Source: an optimization exercise on an open RTL-to-GDS flow (aim: small area, a short achievable clock period and few clock cycles per item). Production flows keep margins and buffers that such runs may drop. No functional check of the RTL was part of any run shown here. Power is estimated from default activity; no workload was simulated.

## flow/design.v (module list and top-level ports; edited modules follow where they fit)
// module ysyx_041461_CSA: 10 lines
// module ysyx_041461_PGn: 11 lines
// module ysyx_041461_PGp: 11 lines
// module ysyx_041461_HA: 9 lines
// module ysyx_041461_MUL: 1821 lines
module ysyx_041461_MUL(
    input  wire   [0:0]  clk             ,
    input  wire   [0:0]  rst             ,
    input  wire   [0:0]  MUL_valid_in    ,
    input  wire   [1:0]  MUL_signed      ,
    input  wire   [63:0] MUL_multiplicand,
    input  wire   [63:0] MUL_multiplier  ,
    output wire   [0:0]  MUL_valid_out   ,
    output wire   [63:0] MUL_result_hi   ,
    output wire   [63:0] MUL_result_lo
);
  // ...
==> flow/run.sh <==
#!/bin/bash
# synth_recipe.tcl (not shown) runs the flow's synth.tcl, then flattens the netlist and writes it again
# the make line also repeats each setting of config.mk as NAME=value (left out here)
make -C /OpenROAD-flow-scripts/flow DESIGN_CONFIG=/design/flow/config.mk WORK_HOME=/design/flow/orfs CLKGATE_MAP_FILE= SYNTH_SCRIPT=/design/flow/synth_recipe.tcl finish
==> flow/config.mk <==
export PLATFORM = sky130hd
export DESIGN_NAME = ysyx_041461_MUL
export DESIGN_NICKNAME = ysyx_041461_MUL
export VERILOG_FILES = /design/flow/design.v
export SDC_FILE = /design/flow/constraint.sdc
export NUM_CORES = 4
export LEC_CHECK = 0
export CAP_MARGIN = 20
export CELL_PAD_IN_SITES_DETAIL_PLACEMENT = 1
export CELL_PAD_IN_SITES_GLOBAL_PLACEMENT = 2
export CORE_MARGIN = 2
export CORE_UTILIZATION = 30
export CTS_CLUSTER_DIAMETER = 100
export CTS_CLUSTER_SIZE = 25
export SETUP_SLACK_MARGIN = 5
export SLEW_MARGIN = 20
export SYNTH_HIERARCHICAL = 1
==> flow/constraint.sdc <==
create_clock -name core_clock -period 8.0 [get_ports {clk}]
set_input_delay 1.6000 -clock core_clock [delete_from_list [all_inputs] [get_ports {clk}]]
set_output_delay 1.6000 -clock core_clock [all_outputs]
set_load 0.01 [all_outputs]
==> results.cfg, run 1 <==
[status]
status = timing/DRC/antenna clean

[clock_tree]
clk_latency_ns = 0.62
cts_root_buf = clkbuf_16
clock_path_buffers = 3

[cells_and_area]
drive_above_1_share_pct = 13.7
top_regs = C x75, S x75, hi x66
buffers_excl_clock = 281
multi_input_area_um2 = 15400
finalInstanceArea_um2 = 28800

[power]
vdd_ir_drop_max_v = 0.000162
power-per-cell-area_nw_per_um2 = 163
seq-power_mw = 2.30
p_int_mw = 3.25
leakage_nw = 11.2

[worst_setup_path]
r2r_slack_ns = 5.08
worstPathRequired_ns = 8.49
crit_path_max_fanout = 22
worstRegToRegCells = 4
cp_slowest_stage_delay_ns = 1.04

[placed_design]
dpl_worst_slack_ns = 4.50
hpwl_mm = 64.8

[route]
avgRoutedWirePerCell_um = 24.2
vias = 17200

[floorplanning]
floorplan.core_area_um2 = 80700
ios = 262
start_util_pct = 30.3
num_tap_cells = 1060

[sta]
tightestPinTransition_ns = 0.804
maxSlewHeadroom_pct = 46.4

[global_route]
first_global_vias = 18900

[synthesis]
synth_warnings = 7
==> inputs of run 2 (changes only) <==
--- a/flow/design.v
+++ b/flow/design.v
@@ -57,27 +57,21 @@
         idle <= 1'b1;
         ph   <= 10'b0;
     end else begin
         idle <= (idle & ~MUL_valid_in) | ph[10];
         ph   <= {ph[9:1], idle & MUL_valid_in};
     end
 end
 assign MUL_valid_out = ph[10];
-wire [2:0] first;
+wire [1:0] first;
 assign first[0] = ph[1];
 reg first_r1;
 always @(posedge clk) first_r1 <= idle & MUL_valid_in;
 assign first[1] = first_r1;
-reg first_r2;
-always @(posedge clk or posedge rst) begin
-    if (rst) first_r2 <= {1{1'b1}};
-    else     first_r2 <= idle & MUL_valid_in;
-end
-assign first[2] = first_r2;
 wire m01_in = ~MUL_signed[1] & MUL_signed[0];
 reg [64:0] X;
 reg        m01_r, ext_r, b0_r;
 always @(posedge clk) begin
     X     <= {MUL_signed[1] & MUL_multiplicand[63], MUL_multiplicand};
     m01_r <= m01_in;
     b0_r  <= MUL_multiplier[0] & ~m01_in;
     ext_r <= MUL_signed[1] & MUL_signed[0] & MUL_multiplier[63];
@@ -108,21 +102,16 @@
 end endgenerate
 reg [3:0] sel_neg0, sel_one0, sel_two0;
 always @(posedge clk) {sel_neg0, sel_one0, sel_two0} <= {enc_neg, enc_one, enc_two};
 reg [3:0] sel_neg1, sel_one1, sel_two1;
 always @(posedge clk or posedge rst) begin
     if (rst) {sel_neg1, sel_one1, sel_two1} <= {12{1'b0}};
     else     {sel_neg1, sel_one1, sel_two1} <= {enc_neg, enc_one, enc_two};
 end
-reg [3:0] sel_neg2, sel_one2, sel_two2;
-always @(posedge clk or posedge rst) begin
-    if (rst) {sel_neg2, sel_one2, sel_two2} <= {12{1'b1}};
-    else     {sel_neg2, sel_one2, sel_two2} <= {enc_neg, enc_one, enc_two};
-end
 wire [65:0] pp0;
 wire [65:0] pp1;
 wire [65:0] pp2;
 wire [65:0] pp3;
 wire [65:0] Xs = {X[64], X};
 wire [65:0] X2 = {X, 1'b0};
 assign pp0[0] = ((Xs[0] & sel_one0[0]) | (X2[0] & sel_two0[0])) ^ sel_neg0[0];
 assign pp0[1] = ((Xs[1] & sel_one0[0]) | (X2[1] & sel_two0[0])) ^ sel_neg0[0];
@@ -141,60 +130,60 @@
 assign pp0[14] = ((Xs[14] & sel_one0[0]) | (X2[14] & sel_two0[0])) ^ sel_neg0[0];
 assign pp0[15] = ((Xs[15] & sel_one0[0]) | (X2[15] & sel_two0[0])) ^ sel_neg0[0];
 assign pp0[16] = ((Xs[16] & sel_one0[0]) | (X2[16] & sel_two0[0])) ^ sel_neg0[0];
 assign pp0[17] = ((Xs[17] & sel_one0[0]) | (X2[17] & sel_two0[0])) ^ sel_neg0[0];
 assign pp0[18] = ((Xs[18] & sel_one0[0]) | (X2[18] & sel_two0[0])) ^ sel_neg0[0];
 assign pp0[19] = ((Xs[19] & sel_one0[0]) | (X2[19] & sel_two0[0])) ^ sel_neg0[0];
 assign pp0[20] = ((Xs[20] & sel_one0[0]) | (X2[20] & sel_two0[0])) ^ sel_neg0[0];
 assign pp0[21] = ((Xs[21] & sel_one0[0]) | (X2[21] & sel_two0[0])) ^ sel_neg0[0];
-assign pp0[22] = ((Xs[22] & sel_one1[0]) | (X2[22] & sel_two1[0])) ^ sel_neg1[0];
-assign pp0[23] = ((Xs[23] & sel_one1[0]) | (X2[23] & sel_two1[0])) ^ sel_neg1[0];
-assign pp0[24] = ((Xs[24] & sel_one1[0]) | (X2[24] & sel_two1[0])) ^ sel_neg1[0];
-assign pp0[25] = ((Xs[25] & sel_one1[0]) | (X2[25] & sel_two1[0])) ^ sel_neg1[0];
-assign pp0[26] = ((Xs[26] & sel_one1[0]) | (X2[26] & sel_two1[0])) ^ sel_neg1[0];
-assign pp0[27] = ((Xs[27] & sel_one1[0]) | (X2[27] & sel_two1[0])) ^ sel_neg1[0];
-assign pp0[28] = ((Xs[28] & sel_one1[0]) | (X2[28] & sel_two1[0])) ^ sel_neg1[0];
-assign pp0[29] = ((Xs[29] & sel_one1[0]) | (X2[29] & sel_two1[0])) ^ sel_neg1[0];
-assign pp0[30] = ((Xs[30] & sel_one1[0]) | (X2[30] & sel_two1[0])) ^ sel_neg1[0];
-assign pp0[31] = ((Xs[31] & sel_one1[0]) | (X2[31] & sel_two1[0])) ^ sel_neg1[0];
-assign pp0[32] = ((Xs[32] & sel_one1[0]) | (X2[32] & sel_two1[0])) ^ sel_neg1[0];
+assign pp0[22] = ((Xs[22] & sel_one0[0]) | (X2[22] & sel_two0[0])) ^ sel_neg0[0];
+assign pp0[23] = ((Xs[23] & sel_one0[0]) | (X2[23] & sel_two0[0])) ^ sel_neg0[0];
+assign pp0[24] = ((Xs[24] & sel_one0[0]) | (X2[24] & sel_two0[0])) ^ sel_neg0[0];
+assign pp0[25] = ((Xs[25] & sel_one0[0]) | (X2[25] & sel_two0[0])) ^ sel_neg0[0];
+assign pp0[26] = ((Xs[26] & sel_one0[0]) | (X2[26] & sel_two0[0])) ^ sel_neg0[0];
+assign pp0[27] = ((Xs[27] & sel_one0[0]) | (X2[27] & sel_two0[0])) ^ sel_neg0[0];
+assign pp0[28] = ((Xs[28] & sel_one0[0]) | (X2[28] & sel_two0[0])) ^ sel_neg0[0];
+assign pp0[29] = ((Xs[29] & sel_one0[0]) | (X2[29] & sel_two0[0])) ^ sel_neg0[0];
+assign pp0[30] = ((Xs[30] & sel_one0[0]) | (X2[30] & sel_two0[0])) ^ sel_neg0[0];
+assign pp0[31] = ((Xs[31] & sel_one0[0]) | (X2[31] & sel_two0[0])) ^ sel_neg0[0];
+assign pp0[32] = ((Xs[32] & sel_one0[0]) | (X2[32] & sel_two0[0])) ^ sel_neg0[0];
 assign pp0[33] = ((Xs[33] & sel_one1[0]) | (X2[33] & sel_two1[0])) ^ sel_neg1[0];
 assign pp0[34] = ((Xs[34] & sel_one1[0]) | (X2[34] & sel_two1[0])) ^ sel_neg1[0];
 assign pp0[35] = ((Xs[35] & sel_one1[0]) | (X2[35] & sel_two1[0])) ^ sel_neg1[0];
 assign pp0[36] = ((Xs[36] & sel_one1[0]) | (X2[36] & sel_two1[0])) ^ sel_neg1[0];
 assign pp0[37] = ((Xs[37] & sel_one1[0]) | (X2[37] & sel_two1[0])) ^ sel_neg1[0];
 assign pp0[38] = ((Xs[38] & sel_one1[0]) | (X2[38] & sel_two1[0])) ^ sel_neg1[0];
 assign pp0[39] = ((Xs[39] & sel_one1[0]) | (X2[39] & sel_two1[0])) ^ sel_neg1[0];
 assign pp0[40] = ((Xs[40] & sel_one1[0]) | (X2[40] & sel_two1[0])) ^ sel_neg1[0];
 assign pp0[41] = ((Xs[41] & sel_one1[0]) | (X2[41] & sel_two1[0])) ^ sel_neg1[0];
 assign pp0[42] = ((Xs[42] & sel_one1[0]) | (X2[42] & sel_two1[0])) ^ sel_neg1[0];
 assign pp0[43] = ((Xs[43] & sel_one1[0]) | (X2[43] & sel_two1[0])) ^ sel_neg1[0];
-assign pp0[44] = ((Xs[44] & sel_one2[0]) | (X2[44] & sel_two2[0])) ^ sel_neg2[0];
-assign pp0[45] = ((Xs[45] & sel_one2[0]) | (X2[45] & sel_two2[0])) ^ sel_neg2[0];
-assign pp0[46] = ((Xs[46] & sel_one2[0]) | (X2[46] & sel_two2[0])) ^ sel_neg2[0];
-assign pp0[47] = ((Xs[47] & sel_one2[0]) | (X2[47] & sel_two2[0])) ^ sel_neg2[0];
-assign pp0[48] = ((Xs[48] & sel_one2[0]) | (X2[48] & sel_two2[0])) ^ sel_neg2[0];
-assign pp0[49] = ((Xs[49] & sel_one2[0]) | (X2[49] & sel_two2[0])) ^ sel_neg2[0];
-assign pp0[50] = ((Xs[50] & sel_one2[0]) | (X2[50] & sel_two2[0])) ^ sel_neg2[0];
-assign pp0[51] = ((Xs[51] & sel_one2[0]) | (X2[51] & sel_two2[0])) ^ sel_neg2[0];
-assign pp0[52] = ((Xs[52] & sel_one2[0]) | (X2[52] & sel_two2[0])) ^ sel_neg2[0];
-assign pp0[53] = ((Xs[53] & sel_one2[0]) | (X2[53] & sel_two2[0])) ^ sel_neg2[0];
-assign pp0[54] = ((Xs[54] & sel_one2[0]) | (X2[54] & sel_two2[0])) ^ sel_neg2[0];
-assign pp0[55] = ((Xs[55] & sel_one2[0]) | (X2[55] & sel_two2[0])) ^ sel_neg2[0];
-assign pp0[56] = ((Xs[56] & sel_one2[0]) | (X2[56] & sel_two2[0])) ^ sel_neg2[0];
-assign pp0[57] = ((Xs[57] & sel_one2[0]) | (X2[57] & sel_two2[0])) ^ sel_neg2[0];
-assign pp0[58] = ((Xs[58] & sel_one2[0]) | (X2[58] & sel_two2[0])) ^ sel_neg2[0];
-assign pp0[59] = ((Xs[59] & sel_one2[0]) | (X2[59] & sel_two2[0])) ^ sel_neg2[0];
-assign pp0[60] = ((Xs[60] & sel_one2[0]) | (X2[60] & sel_two2[0])) ^ sel_neg2[0];
-assign pp0[61] = ((Xs[61] & sel_one2[0]) | (X2[61] & sel_two2[0])) ^ sel_neg2[0];
-assign pp0[62] = ((Xs[62] & sel_one2[0]) | (X2[62] & sel_two2[0])) ^ sel_neg2[0];
-assign pp0[63] = ((Xs[63] & sel_one2[0]) | (X2[63] & sel_two2[0])) ^ sel_neg2[0];
-assign pp0[64] = ((Xs[64] & sel_one2[0]) | (X2[64] & sel_two2[0])) ^ sel_neg2[0];
-assign pp0[65] = ~((X[64] & (sel_one2[0] | sel_two2[0])) ^ sel_neg2[0]);
+assign pp0[44] = ((Xs[44] & sel_one1[0]) | (X2[44] & sel_two1[0])) ^ sel_neg1[0];
+assign pp0[45] = ((Xs[45] & sel_one1[0]) | (X2[45] & sel_two1[0])) ^ sel_neg1[0];
+assign pp0[46] = ((Xs[46] & sel_one1[0]) | (X2[46] & sel_two1[0])) ^ sel_neg1[0];
+assign pp0[47] = ((Xs[47] & sel_one1[0]) | (X2[47] & sel_two1[0])) ^ sel_neg1[0];
+assign pp0[48] = ((Xs[48] & sel_one1[0]) | (X2[48] & sel_two1[0])) ^ sel_neg1[0];
+assign pp0[49] = ((Xs[49] & sel_one1[0]) | (X2[49] & sel_two1[0])) ^ sel_neg1[0];
+assign pp0[50] = ((Xs[50] & sel_one1[0]) | (X2[50] & sel_two1[0])) ^ sel_neg1[0];
+assign pp0[51] = ((Xs[51] & sel_one1[0]) | (X2[51] & sel_two1[0])) ^ sel_neg1[0];
+assign pp0[52] = ((Xs[52] & sel_one1[0]) | (X2[52] & sel_two1[0])) ^ sel_neg1[0];
+assign pp0[53] = ((Xs[53] & sel_one1[0]) | (X2[53] & sel_two1[0])) ^ sel_neg1[0];
+assign pp0[54] = ((Xs[54] & sel_one1[0]) | (X2[54] & sel_two1[0])) ^ sel_neg1[0];
+assign pp0[55] = ((Xs[55] & sel_one1[0]) | (X2[55] & sel_two1[0])) ^ sel_neg1[0];
+assign pp0[56] = ((Xs[56] & sel_one1[0]) | (X2[56] & sel_two1[0])) ^ sel_neg1[0];
+assign pp0[57] = ((Xs[57] & sel_one1[0]) | (X2[57] & sel_two1[0])) ^ sel_neg1[0];
+assign pp0[58] = ((Xs[58] & sel_one1[0]) | (X2[58] & sel_two1[0])) ^ sel_neg1[0];
+assign pp0[59] = ((Xs[59] & sel_one1[0]) | (X2[59] & sel_two1[0])) ^ sel_neg1[0];
+assign pp0[60] = ((Xs[60] & sel_one1[0]) | (X2[60] & sel_two1[0])) ^ sel_neg1[0];
+assign pp0[61] = ((Xs[61] & sel_one1[0]) | (X2[61] & sel_two1[0])) ^ sel_neg1[0];
+assign pp0[62] = ((Xs[62] & sel_one1[0]) | (X2[62] & sel_two1[0])) ^ sel_neg1[0];
+assign pp0[63] = ((Xs[63] & sel_one1[0]) | (X2[63] & sel_two1[0])) ^ sel_neg1[0];
+assign pp0[64] = ((Xs[64] & sel_one1[0]) | (X2[64] & sel_two1[0])) ^ sel_neg1[0];
+assign pp0[65] = ~((X[64] & (sel_one1[0] | sel_two1[0])) ^ sel_neg1[0]);
 assign pp1[0] = ((Xs[0] & sel_one0[1]) | (X2[0] & sel_two0[1])) ^ sel_neg0[1];
 assign pp1[1] = ((Xs[1] & sel_one0[1]) | (X2[1] & sel_two0[1])) ^ sel_neg0[1];
 assign pp1[2] = ((Xs[2] & sel_one0[1]) | (X2[2] & sel_two0[1])) ^ sel_neg0[1];
 assign pp1[3] = ((Xs[3] & sel_one0[1]) | (X2[3] & sel_two0[1])) ^ sel_neg0[1];
 assign pp1[4] = ((Xs[4] & sel_one0[1]) | (X2[4] & sel_two0[1])) ^ sel_neg0[1];
 assign pp1[5] = ((Xs[5] & sel_one0[1]) | (X2[5] & sel_two0[1])) ^ sel_neg0[1];
 assign pp1[6] = ((Xs[6] & sel_one0[1]) | (X2[6] & sel_two0[1])) ^ sel_neg0[1];
 assign pp1[7] = ((Xs[7] & sel_one0[1]) | (X2[7] & sel_two0[1])) ^ sel_neg0[1];
@@ -207,60 +196,60 @@
 assign pp1[14] = ((Xs[14] & sel_one0[1]) | (X2[14] & sel_two0[1])) ^ sel_neg0[1];
 assign pp1[15] = ((Xs[15] & sel_one0[1]) | (X2[15] & sel_two0[1])) ^ sel_neg0[1];
 assign pp1[16] = ((Xs[16] & sel_one0[1]) | (X2[16] & sel_two0[1])) ^ sel_neg0[1];
 assign pp1[17] = ((Xs[17] & sel_one0[1]) | (X2[17] & sel_two0[1])) ^ sel_neg0[1];
 assign pp1[18] = ((Xs[18] & sel_one0[1]) | (X2[18] & sel_two0[1])) ^ sel_neg0[1];
 assign pp1[19] = ((Xs[19] & sel_one0[1]) | (X2[19] & sel_two0[1])) ^ sel_neg0[1];
 assign pp1[20] = ((Xs[20] & sel_one0[1]) | (X2[20] & sel_two0[1])) ^ sel_neg0[1];
 assign pp1[21] = ((Xs[21] & sel_one0[1]) | (X2[21] & sel_two0[1])) ^ sel_neg0[1];
-assign pp1[22] = ((Xs[22] & sel_one1[1]) | (X2[22] & sel_two1[1])) ^ sel_neg1[1];
-assign pp1[23] = ((Xs[23] & sel_one1[1]) | (X2[23] & sel_two1[1])) ^ sel_neg1[1];
-assign pp1[24] = ((Xs[24] & sel_one1[1]) | (X2[24] & sel_two1[1])) ^ sel_neg1[1];
-assign pp1[25] = ((Xs[25] & sel_one1[1]) | (X2[25] & sel_two1[1])) ^ sel_neg1[1];
-assign pp1[26] = ((Xs[26] & sel_one1[1]) | (X2[26] & sel_two1[1])) ^ sel_neg1[1];
-assign pp1[27] = ((Xs[27] & sel_one1[1]) | (X2[27] & sel_two1[1])) ^ sel_neg1[1];
-assign pp1[28] = ((Xs[28] & sel_one1[1]) | (X2[28] & sel_two1[1])) ^ sel_neg1[1];
-assign pp1[29] = ((Xs[29] & sel_one1[1]) | (X2[29] & sel_two1[1])) ^ sel_neg1[1];
-assign pp1[30] = ((Xs[30] & sel_one1[1]) | (X2[30] & sel_two1[1])) ^ sel_neg1[1];
-assign pp1[31] = ((Xs[31] & sel_one1[1]) | (X2[31] & sel_two1[1])) ^ sel_neg1[1];
-assign pp1[32] = ((Xs[32] & sel_one1[1]) | (X2[32] & sel_two1[1])) ^ sel_neg1[1];
+assign pp1[22] = ((Xs[22] & sel_one0[1]) | (X2[22] & sel_two0[1])) ^ sel_neg0[1];
+assign pp1[23] = ((Xs[23] & sel_one0[1]) | (X2[23] & sel_two0[1])) ^ sel_neg0[1];
+assign pp1[24] = ((Xs[24] & sel_one0[1]) | (X2[24] & sel_two0[1])) ^ sel_neg0[1];
+assign pp1[25] = ((Xs[25] & sel_one0[1]) | (X2[25] & sel_two0[1])) ^ sel_neg0[1];
+assign pp1[26] = ((Xs[26] & sel_one0[1]) | (X2[26] & sel_two0[1])) ^ sel_neg0[1];
+assign pp1[27] = ((Xs[27] & sel_one0[1]) | (X2[27] & sel_two0[1])) ^ sel_neg0[1];
+assign pp1[28] = ((Xs[28] & sel_one0[1]) | (X2[28] & sel_two0[1])) ^ sel_neg0[1];
+assign pp1[29] = ((Xs[29] & sel_one0[1]) | (X2[29] & sel_two0[1])) ^ sel_neg0[1];
+assign pp1[30] = ((Xs[30] & sel_one0[1]) | (X2[30] & sel_two0[1])) ^ sel_neg0[1];
+assign pp1[31] = ((Xs[31] & sel_one0[1]) | (X2[31] & sel_two0[1])) ^ sel_neg0[1];
+assign pp1[32] = ((Xs[32] & sel_one0[1]) | (X2[32] & sel_two0[1])) ^ sel_neg0[1];
 assign pp1[33] = ((Xs[33] & sel_one1[1]) | (X2[33] & sel_two1[1])) ^ sel_neg1[1];
 assign pp1[34] = ((Xs[34] & sel_one1[1]) | (X2[34] & sel_two1[1])) ^ sel_neg1[1];
 assign pp1[35] = ((Xs[35] & sel_one1[1]) | (X2[35] & sel_two1[1])) ^ sel_neg1[1];
 assign pp1[36] = ((Xs[36] & sel_one1[1]) | (X2[36] & sel_two1[1])) ^ sel_neg1[1];
 assign pp1[37] = ((Xs[37] & sel_one1[1]) | (X2[37] & sel_two1[1])) ^ sel_neg1[1];
 assign pp1[38] = ((Xs[38] & sel_one1[1]) | (X2[38] & sel_two1[1])) ^ sel_neg1[1];
 assign pp1[39] = ((Xs[39] & sel_one1[1]) | (X2[39] & sel_two1[1])) ^ sel_neg1[1];
 assign pp1[40] = ((Xs[40] & sel_one1[1]) | (X2[40] & sel_two1[1])) ^ sel_neg1[1];
 assign pp1[41] = ((Xs[41] & sel_one1[1]) | (X2[41] & sel_two1[1])) ^ sel_neg1[1];
 assign pp1[42] = ((Xs[42] & sel_one1[1]) | (X2[42] & sel_two1[1])) ^ sel_neg1[1];
 assign pp1[43] = ((Xs[43] & sel_one1[1]) | (X2[43] & sel_two1[1])) ^ sel_neg1[1];
-assign pp1[44] = ((Xs[44] & sel_one2[1]) | (X2[44] & sel_two2[1])) ^ sel_neg2[1];
-assign pp1[45] = ((Xs[45] & sel_one2[1]) | (X2[45] & sel_two2[1])) ^ sel_neg2[1];
-assign pp1[46] = ((Xs[46] & sel_one2[1]) | (X2[46] & sel_two2[1])) ^ sel_neg2[1];
-assign pp1[47] = ((Xs[47] & sel_one2[1]) | (X2[47] & sel_two2[1])) ^ sel_neg2[1];
-assign pp1[48] = ((Xs[48] & sel_one2[1]) | (X2[48] & sel_two2[1])) ^ sel_neg2[1];
-assign pp1[49] = ((Xs[49] & sel_one2[1]) | (X2[49] & sel_two2[1])) ^ sel_neg2[1];
-assign pp1[50] = ((Xs[50] & sel_one2[1]) | (X2[50] & sel_two2[1])) ^ sel_neg2[1];
-assign pp1[51] = ((Xs[51] & sel_one2[1]) | (X2[51] & sel_two2[1])) ^ sel_neg2[1];
-assign pp1[52] = ((Xs[52] & sel_one2[1]) | (X2[52] & sel_two2[1])) ^ sel_neg2[1];
-assign pp1[53] = ((Xs[53] & sel_one2[1]) | (X2[53] & sel_two2[1])) ^ sel_neg2[1];
-assign pp1[54] = ((Xs[54] & sel_one2[1]) | (X2[54] & sel_two2[1])) ^ sel_neg2[1];
-assign pp1[55] = ((Xs[55] & sel_one2[1]) | (X2[55] & sel_two2[1])) ^ sel_neg2[1];
-assign pp1[56] = ((Xs[56] & sel_one2[1]) | (X2[56] & sel_two2[1])) ^ sel_neg2[1];
-assign pp1[57] = ((Xs[57] & sel_one2[1]) | (X2[57] & sel_two2[1])) ^ sel_neg2[1];
-assign pp1[58] = ((Xs[58] & sel_one2[1]) | (X2[58] & sel_two2[1])) ^ sel_neg2[1];
-assign pp1[59] = ((Xs[59] & sel_one2[1]) | (X2[59] & sel_two2[1])) ^ sel_neg2[1];
-assign pp1[60] = ((Xs[60] & sel_one2[1]) | (X2[60] & sel_two2[1])) ^ sel_neg2[1];
-assign pp1[61] = ((Xs[61] & sel_one2[1]) | (X2[61] & sel_two2[1])) ^ sel_neg2[1];
-assign pp1[62] = ((Xs[62] & sel_one2[1]) | (X2[62] & sel_two2[1])) ^ sel_neg2[1];
-assign pp1[63] = ((Xs[63] & sel_one2[1]) | (X2[63] & sel_two2[1])) ^ sel_neg2[1];
-assign pp1[64] = ((Xs[64] & sel_one2[1]) | (X2[64] & sel_two2[1])) ^ sel_neg2[1];
-assign pp1[65] = ~((X[64] & (sel_one2[1] | sel_two2[1])) ^ sel_neg2[1]);
+assign pp1[44] = ((Xs[44] & sel_one1[1]) | (X2[44] & sel_two1[1])) ^ sel_neg1[1];
+assign pp1[45] = ((Xs[45] & sel_one1[1]) | (X2[45] & sel_two1[1])) ^ sel_neg1[1];
+assign pp1[46] = ((Xs[46] & sel_one1[1]) | (X2[46] & sel_two1[1])) ^ sel_neg1[1];
+assign pp1[47] = ((Xs[47] & sel_one1[1]) | (X2[47] & sel_two1[1])) ^ sel_neg1[1];
+assign pp1[48] = ((Xs[48] & sel_one1[1]) | (X2[48] & sel_two1[1])) ^ sel_neg1[1];
+assign pp1[49] = ((Xs[49] & sel_one1[1]) | (X2[49] & sel_two1[1])) ^ sel_neg1[1];
+assign pp1[50] = ((Xs[50] & sel_one1[1]) | (X2[50] & sel_two1[1])) ^ sel_neg1[1];
+assign pp1[51] = ((Xs[51] & sel_one1[1]) | (X2[51] & sel_two1[1])) ^ sel_neg1[1];
+assign pp1[52] = ((Xs[52] & sel_one1[1]) | (X2[52] & sel_two1[1])) ^ sel_neg1[1];
+assign pp1[53] = ((Xs[53] & sel_one1[1]) | (X2[53] & sel_two1[1])) ^ sel_neg1[1];
+assign pp1[54] = ((Xs[54] & sel_one1[1]) | (X2[54] & sel_two1[1])) ^ sel_neg1[1];
+assign pp1[55] = ((Xs[55] & sel_one1[1]) | (X2[55] & sel_two1[1])) ^ sel_neg1[1];
+assign pp1[56] = ((Xs[56] & sel_one1[1]) | (X2[56] & sel_two1[1])) ^ sel_neg1[1];
+assign pp1[57] = ((Xs[57] & sel_one1[1]) | (X2[57] & sel_two1[1])) ^ sel_neg1[1];
+assign pp1[58] = ((Xs[58] & sel_one1[1]) | (X2[58] & sel_two1[1])) ^ sel_neg1[1];
+assign pp1[59] = ((Xs[59] & sel_one1[1]) | (X2[59] & sel_two1[1])) ^ sel_neg1[1];
+assign pp1[60] = ((Xs[60] & sel_one1[1]) | (X2[60] & sel_two1[1])) ^ sel_neg1[1];
+assign pp1[61] = ((Xs[61] & sel_one1[1]) | (X2[61] & sel_two1[1])) ^ sel_neg1[1];
+assign pp1[62] = ((Xs[62] & sel_one1[1]) | (X2[62] & sel_two1[1])) ^ sel_neg1[1];
+assign pp1[63] = ((Xs[63] & sel_one1[1]) | (X2[63] & sel_two1[1])) ^ sel_neg1[1];
+assign pp1[64] = ((Xs[64] & sel_one1[1]) | (X2[64] & sel_two1[1])) ^ sel_neg1[1];
+assign pp1[65] = ~((X[64] & (sel_one1[1] | sel_two1[1])) ^ sel_neg1[1]);
 assign pp2[0] = ((Xs[0] & sel_one0[2]) | (X2[0] & sel_two0[2])) ^ sel_neg0[2];
 assign pp2[1] = ((Xs[1] & sel_one0[2]) | (X2[1] & sel_two0[2])) ^ sel_neg0[2];
 assign pp2[2] = ((Xs[2] & sel_one0[2]) | (X2[2] & sel_two0[2])) ^ sel_neg0[2];
 assign pp2[3] = ((Xs[3] & sel_one0[2]) | (X2[3] & sel_two0[2])) ^ sel_neg0[2];
 assign pp2[4] = ((Xs[4] & sel_one0[2]) | (X2[4] & sel_two0[2])) ^ sel_neg0[2];
 assign pp2[5] = ((Xs[5] & sel_one0[2]) | (X2[5] & sel_two0[2])) ^ sel_neg0[2];
 assign pp2[6] = ((Xs[6] & sel_one0[2]) | (X2[6] & sel_two0[2])) ^ sel_neg0[2];
 assign pp2[7] = ((Xs[7] & sel_one0[2]) | (X2[7] & sel_two0[2])) ^ sel_neg0[2];
@@ -273,60 +262,60 @@
 assign pp2[14] = ((Xs[14] & sel_one0[2]) | (X2[14] & sel_two0[2])) ^ sel_neg0[2];
 assign pp2[15] = ((Xs[15] & sel_one0[2]) | (X2[15] & sel_two0[2])) ^ sel_neg0[2];
 assign pp2[16] = ((Xs[16] & sel_one0[2]) | (X2[16] & sel_two0[2])) ^ sel_neg0[2];
 assign pp2[17] = ((Xs[17] & sel_one0[2]) | (X2[17] & sel_two0[2])) ^ sel_neg0[2];
 assign pp2[18] = ((Xs[18] & sel_one0[2]) | (X2[18] & sel_two0[2])) ^ sel_neg0[2];
 assign pp2[19] = ((Xs[19] & sel_one0[2]) | (X2[19] & sel_two0[2])) ^ sel_neg0[2];
 assign pp2[20] = ((Xs[20] & sel_one0[2]) | (X2[20] & sel_two0[2])) ^ sel_neg0[2];
 assign pp2[21] = ((Xs[21] & sel_one0[2]) | (X2[21] & sel_two0[2])) ^ sel_neg0[2];
-assign pp2[22] = ((Xs[22] & sel_one1[2]) | (X2[22] & sel_two1[2])) ^ sel_neg1[2];
-assign pp2[23] = ((Xs[23] & sel_one1[2]) | (X2[23] & sel_two1[2])) ^ sel_neg1[2];
-assign pp2[24] = ((Xs[24] & sel_one1[2]) | (X2[24] & sel_two1[2])) ^ sel_neg1[2];
-assign pp2[25] = ((Xs[25] & sel_one1[2]) | (X2[25] & sel_two1[2])) ^ sel_neg1[2];
-assign pp2[26] = ((Xs[26] & sel_one1[2]) | (X2[26] & sel_two1[2])) ^ sel_neg1[2];
-assign pp2[27] = ((Xs[27] & sel_one1[2]) | (X2[27] & sel_two1[2])) ^ sel_neg1[2];
-assign pp2[28] = ((Xs[28] & sel_one1[2]) | (X2[28] & sel_two1[2])) ^ sel_neg1[2];
-assign pp2[29] = ((Xs[29] & sel_one1[2]) | (X2[29] & sel_two1[2])) ^ sel_neg1[2];
-assign pp2[30] = ((Xs[30] & sel_one1[2]) | (X2[30] & sel_two1[2])) ^ sel_neg1[2];
-assign pp2[31] = ((Xs[31] & sel_one1[2]) | (X2[31] & sel_two1[2])) ^ sel_neg1[2];
-assign pp2[32] = ((Xs[32] & sel_one1[2]) | (X2[32] & sel_two1[2])) ^ sel_neg1[2];
+assign pp2[22] = ((Xs[22] & sel_one0[2]) | (X2[22] & sel_two0[2])) ^ sel_neg0[2];
+assign pp2[23] = ((Xs[23] & sel_one0[2]) | (X2[23] & sel_two0[2])) ^ sel_neg0[2];
+assign pp2[24] = ((Xs[24] & sel_one0[2]) | (X2[24] & sel_two0[2])) ^ sel_neg0[2];
+assign pp2[25] = ((Xs[25] & sel_one0[2]) | (X2[25] & sel_two0[2])) ^ sel_neg0[2];
+assign pp2[26] = ((Xs[26] & sel_one0[2]) | (X2[26] & sel_two0[2])) ^ sel_neg0[2];
+assign pp2[27] = ((Xs[27] & sel_one0[2]) | (X2[27] & sel_two0[2])) ^ sel_neg0[2];
+assign pp2[28] = ((Xs[28] & sel_one0[2]) | (X2[28] & sel_two0[2])) ^ sel_neg0[2];
+assign pp2[29] = ((Xs[29] & sel_one0[2]) | (X2[29] & sel_two0[2])) ^ sel_neg0[2];
+assign pp2[30] = ((Xs[30] & sel_one0[2]) | (X2[30] & sel_two0[2])) ^ sel_neg0[2];
+assign pp2[31] = ((Xs[31] & sel_one0[2]) | (X2[31] & sel_two0[2])) ^ sel_neg0[2];
+assign pp2[32] = ((Xs[32] & sel_one0[2]) | (X2[32] & sel_two0[2])) ^ sel_neg0[2];
 assign pp2[33] = ((Xs[33] & sel_one1[2]) | (X2[33] & sel_two1[2])) ^ sel_neg1[2];
 assign pp2[34] = ((Xs[34] & sel_one1[2]) | (X2[34] & sel_two1[2])) ^ sel_neg1[2];
 assign pp2[35] = ((Xs[35] & sel_one1[2]) | (X2[35] & sel_two1[2])) ^ sel_neg1[2];
 assign pp2[36] = ((Xs[36] & sel_one1[2]) | (X2[36] & sel_two1[2])) ^ sel_neg1[2];
 assign pp2[37] = ((Xs[37] & sel_one1[2]) | (X2[37] & sel_two1[2])) ^ sel_neg1[2];
 assign pp2[38] = ((Xs[38] & sel_one1[2]) | (X2[38] & sel_two1[2])) ^ sel_neg1[2];
 assign pp2[39] = ((Xs[39] & sel_one1[2]) | (X2[39] & sel_two1[2])) ^ sel_neg1[2];
 assign pp2[40] = ((Xs[40] & sel_one1[2]) | (X2[40] & sel_two1[2])) ^ sel_neg1[2];
 assign pp2[41] = ((Xs[41] & sel_one1[2]) | (X2[41] & sel_two1[2])) ^ sel_neg1[2];
 assign pp2[42] = ((Xs[42] & sel_one1[2]) | (X2[42] & sel_two1[2])) ^ sel_neg1[2];
 assign pp2[43] = ((Xs[43] & sel_one1[2]) | (X2[43] & sel_two1[2])) ^ sel_neg1[2];
-assign pp2[44] = ((Xs[44] & sel_one2[2]) | (X2[44] & sel_two2[2])) ^ sel_neg2[2];
-assign pp2[45] = ((Xs[45] & sel_one2[2]) | (X2[45] & sel_two2[2])) ^ sel_neg2[2];
-assign pp2[46] = ((Xs[46] & sel_one2[2]) | (X2[46] & sel_two2[2])) ^ sel_neg2[2];
-assign pp2[47] = ((Xs[47] & sel_one2[2]) | (X2[47] & sel_two2[2])) ^ sel_neg2[2];
-assign pp2[48] = ((Xs[48] & sel_one2[2]) | (X2[48] & sel_two2[2])) ^ sel_neg2[2];
-assign pp2[49] = ((Xs[49] & sel_one2[2]) | (X2[49] & sel_two2[2])) ^ sel_neg2[2];
-assign pp2[50] = ((Xs[50] & sel_one2[2]) | (X2[50] & sel_two2[2])) ^ sel_neg2[2];
-assign pp2[51] = ((Xs[51] & sel_one2[2]) | (X2[51] & sel_two2[2])) ^ sel_neg2[2];
-assign pp2[52] = ((Xs[52] & sel_one2[2]) | (X2[52] & sel_two2[2])) ^ sel_neg2[2];
-assign pp2[53] = ((Xs[53] & sel_one2[2]) | (X2[53] & sel_two2[2])) ^ sel_neg2[2];
-assign pp2[54] = ((Xs[54] & sel_one2[2]) | (X2[54] & sel_two2[2])) ^ sel_neg2[2];
-assign pp2[55] = ((Xs[55] & sel_one2[2]) | (X2[55] & sel_two2[2])) ^ sel_neg2[2];
-assign pp2[56] = ((Xs[56] & sel_one2[2]) | (X2[56] & sel_two2[2])) ^ sel_neg2[2];
-assign pp2[57] = ((Xs[57] & sel_one2[2]) | (X2[57] & sel_two2[2])) ^ sel_neg2[2];
-assign pp2[58] = ((Xs[58] & sel_one2[2]) | (X2[58] & sel_two2[2])) ^ sel_neg2[2];
-assign pp2[59] = ((Xs[59] & sel_one2[2]) | (X2[59] & sel_two2[2])) ^ sel_neg2[2];
-assign pp2[60] = ((Xs[60] & sel_one2[2]) | (X2[60] & sel_two2[2])) ^ sel_neg2[2];
-assign pp2[61] = ((Xs[61] & sel_one2[2]) | (X2[61] & sel_two2[2])) ^ sel_neg2[2];
-assign pp2[62] = ((Xs[62] & sel_one2[2]) | (X2[62] & sel_two2[2])) ^ sel_neg2[2];
-assign pp2[63] = ((Xs[63] & sel_one2[2]) | (X2[63] & sel_two2[2])) ^ sel_neg2[2];
-assign pp2[64] = ((Xs[64] & sel_one2[2]) | (X2[64] & sel_two2[2])) ^ sel_neg2[2];
-assign pp2[65] = ~((X[64] & (sel_one2[2] | sel_two2[2])) ^ sel_neg2[2]);
+assign pp2[44] = ((Xs[44] & sel_one1[2]) | (X2[44] & sel_two1[2])) ^ sel_neg1[2];
+assign pp2[45] = ((Xs[45] & sel_one1[2]) | (X2[45] & sel_two1[2])) ^ sel_neg1[2];
+assign pp2[46] = ((Xs[46] & sel_one1[2]) | (X2[46] & sel_two1[2])) ^ sel_neg1[2];
+assign pp2[47] = ((Xs[47] & sel_one1[2]) | (X2[47] & sel_two1[2])) ^ sel_neg1[2];
+assign pp2[48] = ((Xs[48] & sel_one1[2]) | (X2[48] & sel_two1[2])) ^ sel_neg1[2];
+assign pp2[49] = ((Xs[49] & sel_one1[2]) | (X2[49] & sel_two1[2])) ^ sel_neg1[2];
+assign pp2[50] = ((Xs[50] & sel_one1[2]) | (X2[50] & sel_two1[2])) ^ sel_neg1[2];
+assign pp2[51] = ((Xs[51] & sel_one1[2]) | (X2[51] & sel_two1[2])) ^ sel_neg1[2];
+assign pp2[52] = ((Xs[52] & sel_one1[2]) | (X2[52] & sel_two1[2])) ^ sel_neg1[2];
+assign pp2[53] = ((Xs[53] & sel_one1[2]) | (X2[53] & sel_two1[2])) ^ sel_neg1[2];
+assign pp2[54] = ((Xs[54] & sel_one1[2]) | (X2[54] & sel_two1[2])) ^ sel_neg1[2];
+assign pp2[55] = ((Xs[55] & sel_one1[2]) | (X2[55] & sel_two1[2])) ^ sel_neg1[2];
+assign pp2[56] = ((Xs[56] & sel_one1[2]) | (X2[56] & sel_two1[2])) ^ sel_neg1[2];
+assign pp2[57] = ((Xs[57] & sel_one1[2]) | (X2[57] & sel_two1[2])) ^ sel_neg1[2];
+assign pp2[58] = ((Xs[58] & sel_one1[2]) | (X2[58] & sel_two1[2])) ^ sel_neg1[2];
+assign pp2[59] = ((Xs[59] & sel_one1[2]) | (X2[59] & sel_two1[2])) ^ sel_neg1[2];
+assign pp2[60] = ((Xs[60] & sel_one1[2]) | (X2[60] & sel_two1[2])) ^ sel_neg1[2];
+assign pp2[61] = ((Xs[61] & sel_one1[2]) | (X2[61] & sel_two1[2])) ^ sel_neg1[2];
+assign pp2[62] = ((Xs[62] & sel_one1[2]) | (X2[62] & sel_two1[2])) ^ sel_neg1[2];
+assign pp2[63] = ((Xs[63] & sel_one1[2]) | (X2[63] & sel_two1[2])) ^ sel_neg1[2];
+assign pp2[64] = ((Xs[64] & sel_one1[2]) | (X2[64] & sel_two1[2])) ^ sel_neg1[2];
+assign pp2[65] = ~((X[64] & (sel_one1[2] | sel_two1[2])) ^ sel_neg1[2]);
 assign pp3[0] = ((Xs[0] & sel_one0[3]) | (X2[0] & sel_two0[3])) ^ sel_neg0[3];
 assign pp3[1] = ((Xs[1] & sel_one0[3]) | (X2[1] & sel_two0[3])) ^ sel_neg0[3];
 assign pp3[2] = ((Xs[2] & sel_one0[3]) | (X2[2] & sel_two0[3])) ^ sel_neg0[3];
 assign pp3[3] = ((Xs[3] & sel_one0[3]) | (X2[3] & sel_two0[3])) ^ sel_neg0[3];
 assign pp3[4] = ((Xs[4] & sel_one0[3]) | (X2[4] & sel_two0[3])) ^ sel_neg0[3];
 assign pp3[5] = ((Xs[5] & sel_one0[3]) | (X2[5] & sel_two0[3])) ^ sel_neg0[3];
 assign pp3[6] = ((Xs[6] & sel_one0[3]) | (X2[6] & sel_two0[3])) ^ sel_neg0[3];
 assign pp3[7] = ((Xs[7] & sel_one0[3]) | (X2[7] & sel_two0[3])) ^ sel_neg0[3];
@@ -339,60 +328,60 @@
 assign pp3[14] = ((Xs[14] & sel_one0[3]) | (X2[14] & sel_two0[3])) ^ sel_neg0[3];
 assign pp3[15] = ((Xs[15] & sel_one0[3]) | (X2[15] & sel_two0[3])) ^ sel_neg0[3];
 assign pp3[16] = ((Xs[16] & sel_one0[3]) | (X2[16] & sel_two0[3])) ^ sel_neg0[3];
 assign pp3[17] = ((Xs[17] & sel_one0[3]) | (X2[17] & sel_two0[3])) ^ sel_neg0[3];
 assign pp3[18] = ((Xs[18] & sel_one0[3]) | (X2[18] & sel_two0[3])) ^ sel_neg0[3];
 assign pp3[19] = ((Xs[19] & sel_one0[3]) | (X2[19] & sel_two0[3])) ^ sel_neg0[3];
 assign pp3[20] = ((Xs[20] & sel_one0[3]) | (X2[20] & sel_two0[3])) ^ sel_neg0[3];
 assign pp3[21] = ((Xs[21] & sel_one0[3]) | (X2[21] & sel_two0[3])) ^ sel_neg0[3];
-assign pp3[22] = ((Xs[22] & sel_one1[3]) | (X2[22] & sel_two1[3])) ^ sel_neg1[3];
-assign pp3[23] = ((Xs[23] & sel_one1[3]) | (X2[23] & sel_two1[3])) ^ sel_neg1[3];
-assign pp3[24] = ((Xs[24] & sel_one1[3]) | (X2[24] & sel_two1[3])) ^ sel_neg1[3];
-assign pp3[25] = ((Xs[25] & sel_one1[3]) | (X2[25] & sel_two1[3])) ^ sel_neg1[3];
-assign pp3[26] = ((Xs[26] & sel_one1[3]) | (X2[26] & sel_two1[3])) ^ sel_neg1[3];
-assign pp3[27] = ((Xs[27] & sel_one1[3]) | (X2[27] & sel_two1[3])) ^ sel_neg1[3];
-assign pp3[28] = ((Xs[28] & sel_one1[3]) | (X2[28] & sel_two1[3])) ^ sel_neg1[3];
-assign pp3[29] = ((Xs[29] & sel_one1[3]) | (X2[29] & sel_two1[3])) ^ sel_neg1[3];
-assign pp3[30] = ((Xs[30] & sel_one1[3]) | (X2[30] & sel_two1[3])) ^ sel_neg1[3];
-assign pp3[31] = ((Xs[31] & sel_one1[3]) | (X2[31] & sel_two1[3])) ^ sel_neg1[3];
-assign pp3[32] = ((Xs[32] & sel_one1[3]) | (X2[32] & sel_two1[3])) ^ sel_neg1[3];
+assign pp3[22] = ((Xs[22] & sel_one0[3]) | (X2[22] & sel_two0[3])) ^ sel_neg0[3];
+assign pp3[23] = ((Xs[23] & sel_one0[3]) | (X2[23] & sel_two0[3])) ^ sel_neg0[3];
+assign pp3[24] = ((Xs[24] & sel_one0[3]) | (X2[24] & sel_two0[3])) ^ sel_neg0[3];
+assign pp3[25] = ((Xs[25] & sel_one0[3]) | (X2[25] & sel_two0[3])) ^ sel_neg0[3];
+assign pp3[26] = ((Xs[26] & sel_one0[3]) | (X2[26] & sel_two0[3])) ^ sel_neg0[3];
+assign pp3[27] = ((Xs[27] & sel_one0[3]) | (X2[27] & sel_two0[3])) ^ sel_neg0[3];
+assign pp3[28] = ((Xs[28] & sel_one0[3]) | (X2[28] & sel_two0[3])) ^ sel_neg0[3];
+assign pp3[29] = ((Xs[29] & sel_one0[3]) | (X2[29] & sel_two0[3])) ^ sel_neg0[3];
+assign pp3[30] = ((Xs[30] & sel_one0[3]) | (X2[30] & sel_two0[3])) ^ sel_neg0[3];
+assign pp3[31] = ((Xs[31] & sel_one0[3]) | (X2[31] & sel_two0[3])) ^ sel_neg0[3];
+assign pp3[32] = ((Xs[32] & sel_one0[3]) | (X2[32] & sel_two0[3])) ^ sel_neg0[3];
 assign pp3[33] = ((Xs[33] & sel_one1[3]) | (X2[33] & sel_two1[3])) ^ sel_neg1[3];
 assign pp3[34] = ((Xs[34] & sel_one1[3]) | (X2[34] & sel_two1[3])) ^ sel_neg1[3];
 assign pp3[35] = ((Xs[35] & sel_one1[3]) | (X2[35] & sel_two1[3])) ^ sel_neg1[3];
 assign pp3[36] = ((Xs[36] & sel_one1[3]) | (X2[36] & sel_two1[3])) ^ sel_neg1[3];
 assign pp3[37] = ((Xs[37] & sel_one1[3]) | (X2[37] & sel_two1[3])) ^ sel_neg1[3];
 assign pp3[38] = ((Xs[38] & sel_one1[3]) | (X2[38] & sel_two1[3])) ^ sel_neg1[3];
 assign pp3[39] = ((Xs[39] & sel_one1[3]) | (X2[39] & sel_two1[3])) ^ sel_neg1[3];
 assign pp3[40] = ((Xs[40] & sel_one1[3]) | (X2[40] & sel_two1[3])) ^ sel_neg1[3];
 assign pp3[41] = ((Xs[41] & sel_one1[3]) | (X2[41] & sel_two1[3])) ^ sel_neg1[3];
 assign pp3[42] = ((Xs[42] & sel_one1[3]) | (X2[42] & sel_two1[3])) ^ sel_neg1[3];
 assign pp3[43] = ((Xs[43] & sel_one1[3]) | (X2[43] & sel_two1[3])) ^ sel_neg1[3];
-assign pp3[44] = ((Xs[44] & sel_one2[3]) | (X2[44] & sel_two2[3])) ^ sel_neg2[3];
-assign pp3[45] = ((Xs[45] & sel_one2[3]) | (X2[45] & sel_two2[3])) ^ sel_neg2[3];
-assign pp3[46] = ((Xs[46] & sel_one2[3]) | (X2[46] & sel_two2[3])) ^ sel_neg2[3];
-assign pp3[47] = ((Xs[47] & sel_one2[3]) | (X2[47] & sel_two2[3])) ^ sel_neg2[3];
-assign pp3[48] = ((Xs[48] & sel_one2[3]) | (X2[48] & sel_two2[3])) ^ sel_neg2[3];
-assign pp3[49] = ((Xs[49] & sel_one2[3]) | (X2[49] & sel_two2[3])) ^ sel_neg2[3];
-assign pp3[50] = ((Xs[50] & sel_one2[3]) | (X2[50] & sel_two2[3])) ^ sel_neg2[3];
-assign pp3[51] = ((Xs[51] & sel_one2[3]) | (X2[51] & sel_two2[3])) ^ sel_neg2[3];
-assign pp3[52] = ((Xs[52] & sel_one2[3]) | (X2[52] & sel_two2[3])) ^ sel_neg2[3];
-assign pp3[53] = ((Xs[53] & sel_one2[3]) | (X2[53] & sel_two2[3])) ^ sel_neg2[3];
-assign pp3[54] = ((Xs[54] & sel_one2[3]) | (X2[54] & sel_two2[3])) ^ sel_neg2[3];
-assign pp3[55] = ((Xs[55] & sel_one2[3]) | (X2[55] & sel_two2[3])) ^ sel_neg2[3];
-assign pp3[56] = ((Xs[56] & sel_one2[3]) | (X2[56] & sel_two2[3])) ^ sel_neg2[3];
-assign pp3[57] = ((Xs[57] & sel_one2[3]) | (X2[57] & sel_two2[3])) ^ sel_neg2[3];
-assign pp3[58] = ((Xs[58] & sel_one2[3]) | (X2[58] & sel_two2[3])) ^ sel_neg2[3];
-assign pp3[59] = ((Xs[59] & sel_one2[3]) | (X2[59] & sel_two2[3])) ^ sel_neg2[3];
-assign pp3[60] = ((Xs[60] & sel_one2[3]) | (X2[60] & sel_two2[3])) ^ sel_neg2[3];
-assign pp3[61] = ((Xs[61] & sel_one2[3]) | (X2[61] & sel_two2[3])) ^ sel_neg2[3];
-assign pp3[62] = ((Xs[62] & sel_one2[3]) | (X2[62] & sel_two2[3])) ^ sel_neg2[3];
-assign pp3[63] = ((Xs[63] & sel_one2[3]) | (X2[63] & sel_two2[3])) ^ sel_neg2[3];
-assign pp3[64] = ((Xs[64] & sel_one2[3]) | (X2[64] & sel_two2[3])) ^ sel_neg2[3];
-assign pp3[65] = ~((X[64] & (sel_one2[3] | sel_two2[3])) ^ sel_neg2[3]);
+assign pp3[44] = ((Xs[44] & sel_one1[3]) | (X2[44] & sel_two1[3])) ^ sel_neg1[3];
+assign pp3[45] = ((Xs[45] & sel_one1[3]) | (X2[45] & sel_two1[3])) ^ sel_neg1[3];
+assign pp3[46] = ((Xs[46] & sel_one1[3]) | (X2[46] & sel_two1[3])) ^ sel_neg1[3];
+assign pp3[47] = ((Xs[47] & sel_one1[3]) | (X2[47] & sel_two1[3])) ^ sel_neg1[3];
+assign pp3[48] = ((Xs[48] & sel_one1[3]) | (X2[48] & sel_two1[3])) ^ sel_neg1[3];
+assign pp3[49] = ((Xs[49] & sel_one1[3]) | (X2[49] & sel_two1[3])) ^ sel_neg1[3];
+assign pp3[50] = ((Xs[50] & sel_one1[3]) | (X2[50] & sel_two1[3])) ^ sel_neg1[3];
+assign pp3[51] = ((Xs[51] & sel_one1[3]) | (X2[51] & sel_two1[3])) ^ sel_neg1[3];
+assign pp3[52] = ((Xs[52] & sel_one1[3]) | (X2[52] & sel_two1[3])) ^ sel_neg1[3];
+assign pp3[53] = ((Xs[53] & sel_one1[3]) | (X2[53] & sel_two1[3])) ^ sel_neg1[3];
+assign pp3[54] = ((Xs[54] & sel_one1[3]) | (X2[54] & sel_two1[3])) ^ sel_neg1[3];
+assign pp3[55] = ((Xs[55] & sel_one1[3]) | (X2[55] & sel_two1[3])) ^ sel_neg1[3];
+assign pp3[56] = ((Xs[56] & sel_one1[3]) | (X2[56] & sel_two1[3])) ^ sel_neg1[3];
+assign pp3[57] = ((Xs[57] & sel_one1[3]) | (X2[57] & sel_two1[3])) ^ sel_neg1[3];
+assign pp3[58] = ((Xs[58] & sel_one1[3]) | (X2[58] & sel_two1[3])) ^ sel_neg1[3];
+assign pp3[59] = ((Xs[59] & sel_one1[3]) | (X2[59] & sel_two1[3])) ^ sel_neg1[3];
+assign pp3[60] = ((Xs[60] & sel_one1[3]) | (X2[60] & sel_two1[3])) ^ sel_neg1[3];
+assign pp3[61] = ((Xs[61] & sel_one1[3]) | (X2[61] & sel_two1[3])) ^ sel_neg1[3];
+assign pp3[62] = ((Xs[62] & sel_one1[3]) | (X2[62] & sel_two1[3])) ^ sel_neg1[3];
+assign pp3[63] = ((Xs[63] & sel_one1[3]) | (X2[63] & sel_two1[3])) ^ sel_neg1[3];
+assign pp3[64] = ((Xs[64] & sel_one1[3]) | (X2[64] & sel_two1[3])) ^ sel_neg1[3];
+assign pp3[65] = ~((X[64] & (sel_one1[3] | sel_two1[3])) ^ sel_neg1[3]);
 wire [2:0] neg_in = sel_neg0[2:0];
 reg [75:0] S, C;
 reg        n3;
 wire       b0 = b0_r;
 wire       q0 = b0 & X[64];
 wire [66:0] b0row = {~q0, q0, q0, X[63:0] & {64{b0}}};
 wire [69:0] s_in, c_in;
 assign s_in[0] = S[8] & ~first[0];
@@ -438,38 +427,38 @@
 assign s_in[20] = S[28] & ~first[0];
 assign c_in[20] = first[0] ? b0row[18] : C[28];
 assign s_in[21] = S[29] & ~first[0];
 assign c_in[21] = first[0] ? b0row[19] : C[29];
 assign s_in[22] = S[30] & ~first[0];
 assign c_in[22] = first[0] ? b0row[20] : C[30];
 assign s_in[23] = S[31] & ~first[0];
 assign c_in[23] = first[0] ? b0row[21] : C[31];
-assign s_in[24] = S[32] & ~first[1];
-assign c_in[24] = first[1] ? b0row[22] : C[32];
-assign s_in[25] = S[33] & ~first[1];
-assign c_in[25] = first[1] ? b0row[23] : C[33];
-assign s_in[26] = S[34] & ~first[1];
-assign c_in[26] = first[1] ? b0row[24] : C[34];
-assign s_in[27] = S[35] & ~first[1];
-assign c_in[27] = first[1] ? b0row[25] : C[35];
-assign s_in[28] = S[36] & ~first[1];
-assign c_in[28] = first[1] ? b0row[26] : C[36];
-assign s_in[29] = S[37] & ~first[1];
-assign c_in[29] = first[1] ? b0row[27] : C[37];
-assign s_in[30] = S[38] & ~first[1];
-assign c_in[30] = first[1] ? b0row[28] : C[38];
-assign s_in[31] = S[39] & ~first[1];
-assign c_in[31] = first[1] ? b0row[29] : C[39];
-assign s_in[32] = S[40] & ~first[1];
-assign c_in[32] = first[1] ? b0row[30] : C[40];
-assign s_in[33] = S[41] & ~first[1];
-assign c_in[33] = first[1] ? b0row[31] : C[41];
-assign s_in[34] = S[42] & ~first[1];
-assign c_in[34] = first[1] ? b0row[32] : C[42];
+assign s_in[24] = S[32] & ~first[0];
+assign c_in[24] = first[0] ? b0row[22] : C[32];
+assign s_in[25] = S[33] & ~first[0];
+assign c_in[25] = first[0] ? b0row[23] : C[33];
+assign s_in[26] = S[34] & ~first[0];
+assign c_in[26] = first[0] ? b0row[24] : C[34];
+assign s_in[27] = S[35] & ~first[0];
+assign c_in[27] = first[0] ? b0row[25] : C[35];
+assign s_in[28] = S[36] & ~first[0];
+assign c_in[28] = first[0] ? b0row[26] : C[36];
+assign s_in[29] = S[37] & ~first[0];
+assign c_in[29] = first[0] ? b0row[27] : C[37];
+assign s_in[30] = S[38] & ~first[0];
+assign c_in[30] = first[0] ? b0row[28] : C[38];
+assign s_in[31] = S[39] & ~first[0];
+assign c_in[31] = first[0] ? b0row[29] : C[39];
+assign s_in[32] = S[40] & ~first[0];
+assign c_in[32] = first[0] ? b0row[30] : C[40];
+assign s_in[33] = S[41] & ~first[0];
+assign c_in[33] = first[0] ? b0row[31] : C[41];
+assign s_in[34] = S[42] & ~first[0];
+assign c_in[34] = first[0] ? b0row[32] : C[42];
 assign s_in[35] = S[43] & ~first[1];
 assign c_in[35] = first[1] ? b0row[33] : C[43];
 assign s_in[36] = S[44] & ~first[1];
 assign c_in[36] = first[1] ? b0row[34] : C[44];
 assign s_in[37] = S[45] & ~first[1];
 assign c_in[37] = first[1] ? b0row[35] : C[45];
 assign s_in[38] = S[46] & ~first[1];
 assign c_in[38] = first[1] ? b0row[36] : C[46];
@@ -484,62 +473,62 @@
 assign s_in[43] = S[51] & ~first[1];
 assign c_in[43] = first[1] ? b0row[41] : C[51];
 assign s_in[44] = S[52] & ~first[1];
 assign c_in[44] = first[1] ? b0row[42] : C[52];
 assign s_in[45] = S[53] & ~first[1];
 assign c_in[45] = first[1] ? b0row[43] : C[53];
 assign s_in[46] = S[54] & ~first[1];
 assign c_in[46] = first[1] ? b0row[44] : C[54];
-assign s_in[47] = S[55] & ~first[2];
-assign c_in[47] = first[2] ? b0row[45] : C[55];
-assign s_in[48] = S[56] & ~first[2];
-assign c_in[48] = first[2] ? b0row[46] : C[56];
-assign s_in[49] = S[57] & ~first[2];
-assign c_in[49] = first[2] ? b0row[47] : C[57];
-assign s_in[50] = S[58] & ~first[2];
-assign c_in[50] = first[2] ? b0row[48] : C[58];
-assign s_in[51] = S[59] & ~first[2];
-assign c_in[51] = first[2] ? b0row[49] : C[59];
-assign s_in[52] = S[60] & ~first[2];
-assign c_in[52] = first[2] ? b0row[50] : C[60];
-assign s_in[53] = S[61] & ~first[2];
-assign c_in[53] = first[2] ? b0row[51] : C[61];
-assign s_in[54] = S[62] & ~first[2];
-assign c_in[54] = first[2] ? b0row[52] : C[62];
-assign s_in[55] = S[63] & ~first[2];
-assign c_in[55] = first[2] ? b0row[53] : C[63];
-assign s_in[56] = S[64] & ~first[2];
-assign c_in[56] = first[2] ? b0row[54] : C[64];
-assign s_in[57] = S[65] & ~first[2];
-assign c_in[57] = first[2] ? b0row[55] : C[65];
-assign s_in[58] = S[66] & ~first[2];
-assign c_in[58] = first[2] ? b0row[56] : C[66];
-assign s_in[59] = S[67] & ~first[2];
-assign c_in[59] = first[2] ? b0row[57] : C[67];
-assign s_in[60] = S[68] & ~first[2];
-assign c_in[60] = first[2] ? b0row[58] : C[68];
-assign s_in[61] = S[69] & ~first[2];
-assign c_in[61] = first[2] ? b0row[59] : C[69];
-assign s_in[62] = S[70] & ~first[2];
-assign c_in[62] = first[2] ? b0row[60] : C[70];
-assign s_in[63] = S[71] & ~first[2];
-assign c_in[63] = first[2] ? b0row[61] : C[71];
-assign s_in[64] = S[72] & ~first[2];
-assign c_in[64] = first[2] ? b0row[62] : C[72];
-assign s_in[65] = first[2] ? ext_r : S[73];
-assign c_in[65] = first[2] ? b0row[63] : C[73];
-assign s_in[66] = S[74] & ~first[2];
-assign c_in[66] = first[2] ? b0row[64] : C[74];
-assign s_in[67] = S[75] & ~first[2];
-assign c_in[67] = first[2] ? b0row[65] : C[75];
-assign s_in[68] = 1'b0 & ~first[2];
-assign c_in[68] = first[2] ? b0row[66] : 1'b0;
-assign s_in[69] = 1'b0 & ~first[2];
-assign c_in[69] = first[2] ? 1'b0 : 1'b0;
+assign s_in[47] = S[55] & ~first[1];
+assign c_in[47] = first[1] ? b0row[45] : C[55];
+assign s_in[48] = S[56] & ~first[1];
+assign c_in[48] = first[1] ? b0row[46] : C[56];
+assign s_in[49] = S[57] & ~first[1];
+assign c_in[49] = first[1] ? b0row[47] : C[57];
+assign s_in[50] = S[58] & ~first[1];
+assign c_in[50] = first[1] ? b0row[48] : C[58];
+assign s_in[51] = S[59] & ~first[1];
+assign c_in[51] = first[1] ? b0row[49] : C[59];
+assign s_in[52] = S[60] & ~first[1];
+assign c_in[52] = first[1] ? b0row[50] : C[60];
+assign s_in[53] = S[61] & ~first[1];
+assign c_in[53] = first[1] ? b0row[51] : C[61];
+assign s_in[54] = S[62] & ~first[1];
+assign c_in[54] = first[1] ? b0row[52] : C[62];
+assign s_in[55] = S[63] & ~first[1];
+assign c_in[55] = first[1] ? b0row[53] : C[63];
+assign s_in[56] = S[64] & ~first[1];
+assign c_in[56] = first[1] ? b0row[54] : C[64];
+assign s_in[57] = S[65] & ~first[1];
+assign c_in[57] = first[1] ? b0row[55] : C[65];
+assign s_in[58] = S[66] & ~first[1];
+assign c_in[58] = first[1] ? b0row[56] : C[66];
+assign s_in[59] = S[67] & ~first[1];
+assign c_in[59] = first[1] ? b0row[57] : C[67];
+assign s_in[60] = S[68] & ~first[1];
+assign c_in[60] = first[1] ? b0row[58] : C[68];
+assign s_in[61] = S[69] & ~first[1];
+assign c_in[61] = first[1] ? b0row[59] : C[69];
+assign s_in[62] = S[70] & ~first[1];
+assign c_in[62] = first[1] ? b0row[60] : C[70];
+assign s_in[63] = S[71] & ~first[1];
+assign c_in[63] = first[1] ? b0row[61] : C[71];
+assign s_in[64] = S[72] & ~first[1];
+assign c_in[64] = first[1] ? b0row[62] : C[72];
+assign s_in[65] = first[1] ? ext_r : S[73];
+assign c_in[65] = first[1] ? b0row[63] : C[73];
+assign s_in[66] = S[74] & ~first[1];
+assign c_in[66] = first[1] ? b0row[64] : C[74];
+assign s_in[67] = S[75] & ~first[1];
+assign c_in[67] = first[1] ? b0row[65] : C[75];
+assign s_in[68] = 1'b0 & ~first[1];
+assign c_in[68] = first[1] ? b0row[66] : 1'b0;
+assign s_in[69] = 1'b0 & ~first[1];
+assign c_in[69] = first[1] ? 1'b0 : 1'b0;
 wire n3_in = n3 & ~first[0];
 wire [73:0] hp, hg;
 ysyx_041461_HA uh0 (.a(S[0]), .b(C[0]), .cout(hg[0]), .s(hp[0]));
 ysyx_041461_HA uh1 (.a(S[1]), .b(C[1]), .cout(hg[1]), .s(hp[1]));
 ysyx_041461_HA uh2 (.a(S[2]), .b(C[2]), .cout(hg[2]), .s(hp[2]));
 ysyx_041461_HA uh3 (.a(S[3]), .b(C[3]), .cout(hg[3]), .s(hp[3]));
 ysyx_041461_HA uh4 (.a(S[4]), .b(C[4]), .cout(hg[4]), .s(hp[4]));
 ysyx_041461_HA uh5 (.a(S[5]), .b(C[5]), .cout(hg[5]), .s(hp[5]));
==> results.cfg, run 2 <==
[clock_tree]
clock_path_buffers = 3
clk_pin_slew_worst_paths_ns = 0.10
htree_levels = 1
cts_tree = built
clk_latency_ns = 0.61
clkSinkCount = 382
holdBufCountCts = 0
cts_buffers = 27
cts_root_buf = clkbuf_16

[global_route]
grt_use_met2_pct = 34.7
overflow = 0
grtUsageMet1_pct = 24.9
grt_max_degree = 50
grt_use_total_pct = 19.3
gr-usage-met3_pct = 2.36
antenna_found_initial = 1
grt_busiest_layer = met2
first_global_vias = 19100
grt_pass1_wl_mm = 122

[sta]
fin_crit_ns = 2.93
fin_crit_sh_pct = 36.6
setup_tns_ns = 0
tightestPinTransition_ns = 0.905
maxSlewHeadroom_pct = 39.6
hold_viol_final = 0
slew_viol_final = 0
rsz0062_at_grt = yes
max_freq_ghz = 0.341
setup_viol = 0
finalClockSkew_ns = 0.0270

[route]
avgViaCountPerCell = 4.99
wl_mm = 80.1
drtPass1Iterations = 7
avgRoutedWirePerCell_um = 23.5
drc = 0
drt_iter0_markers = 825
vias = 17000
ant_nets = 0

[placed_design]
place_area_um2 = 27400
port_buffers = 261
hpwl_mm = 63.0
place.gp.congestion = 0.815

[floorplanning]
ios = 262
start_util_pct = 30.4
floorplan.core_area_um2 = 79100
die_w_um = 287
die_height_um = 287
die-area_um2 = 82500
rows = 103

[worst_setup_path]
worstPathArrival_ns = 3.41
worstRegToRegCells = 8
rr_startpoint = ph[1]
worstPathRequired_ns = 8.48
setup.worst_path.start = ph[1]
cp_cell_sequence = and2_1 -> buf_12 -> nand2_1 -> o21ai_1 -> fa_1 -> fa_2 -> fa_1 -> fa_1
worst-path-buf-inv = 1
slowest_stage = dfrtp_4
crit_type = flop to flop
regToRegEndpoint = C[9]
cp-start-kind = flop
critPathMostFrequentCell = fa_1
cp_slowest_stage_delay_ns = 0.56
endpoint_kind = flop
path_depth = 8
crit_family = adder cells
crit_path_max_fanout = 32
r2r_slack_ns = 5.07

[cells_and_area]
layout.nets = 2814
drive_above_1_share_pct = 13.3
fin_util_pct = 35.8
final-seq-area_um2 = 7790
final_cell_mix = 354 x dfxtp_1, 315 x xnor2_1, 288 x a22oi_1
syn2layout_area_growth_pct = 17.7
multi_input_area_um2 = 15400
top_regs = C x75, S x75, hi x66
finalInstanceArea_um2 = 28300
final_common_cell = dfxtp_1
nFillCells = 8640

[synthesis]
syn_avg_cell_area_um2 = 10.9
synth_area_um2 = 24100
syn_inst = 2203
synth_warnings = 7

[power]
pwr-share-clk_pct = 34.2
p_int_mw = 3.13
switching_share_pct = 30.8
pwr-share-seq_pct = 49.4
power-per-cell-area_nw_per_um2 = 160
vdd_ir_drop_max_v = 0.000150
switching_power_mw = 1.39
leakage_nw = 11.0
p_comb_share_pct = 16.4

[min_path]
min-delay-path-class = flop to flop
holdPathEnd = Q[49]
hp-start = Q[57]
min_path_cells = 0

[job]
drv_cap = 0

[status]
status = timing/DRC/antenna clean
-- run 2: layout make-up --
cell class              instances  share of cell area (%)
flip-flops and latches        382                    27.5
diodes                          1                 0.00883
clock inverters                17                   0.941
repair buffers                287                    9.48
clock buffers                  29                    2.45
inverters                      56                   0.760
multi-input cells            1581                    54.2
well taps                    1050                    4.64
-- run 2: worst max-delay path by stage --
stage,end,slack [ns]
final,C[9],5.07
after global routing,C[19],4.96
after CTS,C[9],5.01
after detailed placement,C[9],4.57
after global placement,C[46],4.17
after floorplan,C[9],5.03
-- run 2: what timing repair did --
| item | CTS | global route |
|---|---|---|
| setup endpoints to repair | 257 | 25 |
| gates cloned | 0 | 0 |
| hold endpoints to repair | 0 | 0 |
| buffers inserted | 2 | 1 |
| gates resized for setup | 147 | 4 |
-- run 2: power by group through the flow --
stage | combinational, mW | sequential, mW | clock (mW)
floorplan | 0.383 | 2.24 | 0
global placement | 0.813 | 2.29 | 0
detailed placement | 0.827 | 2.29 | 0
CTS | 0.758 | 2.24 | 1.62
global route | 0.817 | 2.26 | 1.69
finish | 0.742 | 2.24 | 1.55
-- run 2: worst reg2reg max path, delay by kind of cell, from the launching register on --
kind	cells	cell delay, ns
and+or+nand+nor	2	0.30
AOI/OAI and AO/OA	1	0.09
buffers and inverters	1	0.17
adders and majority gates	4	1.70
DFF	1	0.56
-- run 2: per-layer routing --
layer / part of all wire [%] / routed length, µm
met1: 44 / 35000
met2: 51 / 40700
met3: 3.6 / 2910
met4: 1.8 / 1410
met5: 0 / 0
-- run 2: per-stage QoR --
| stage | total power [mW] | worst slack, ns | hold slack (ns) | std cells |
|---|---|---|---|---|
| 2_1_floorplan | 2.63 | 5.03 | 0.329 | 2207 |
| 3_3_place_gp | 3.10 | 4.17 | 0.334 | 3353 |
| 3_5_place_dp | 3.12 | 4.57 | 0.336 | 3353 |
| 4_1_cts | 4.62 | 5.01 | 0.353 | 3401 |
| 5_1_grt | 4.77 | 4.96 | 0.359 | 3402 |
| 6_report | 4.53 | 5.07 | 0.350 | 3403 |
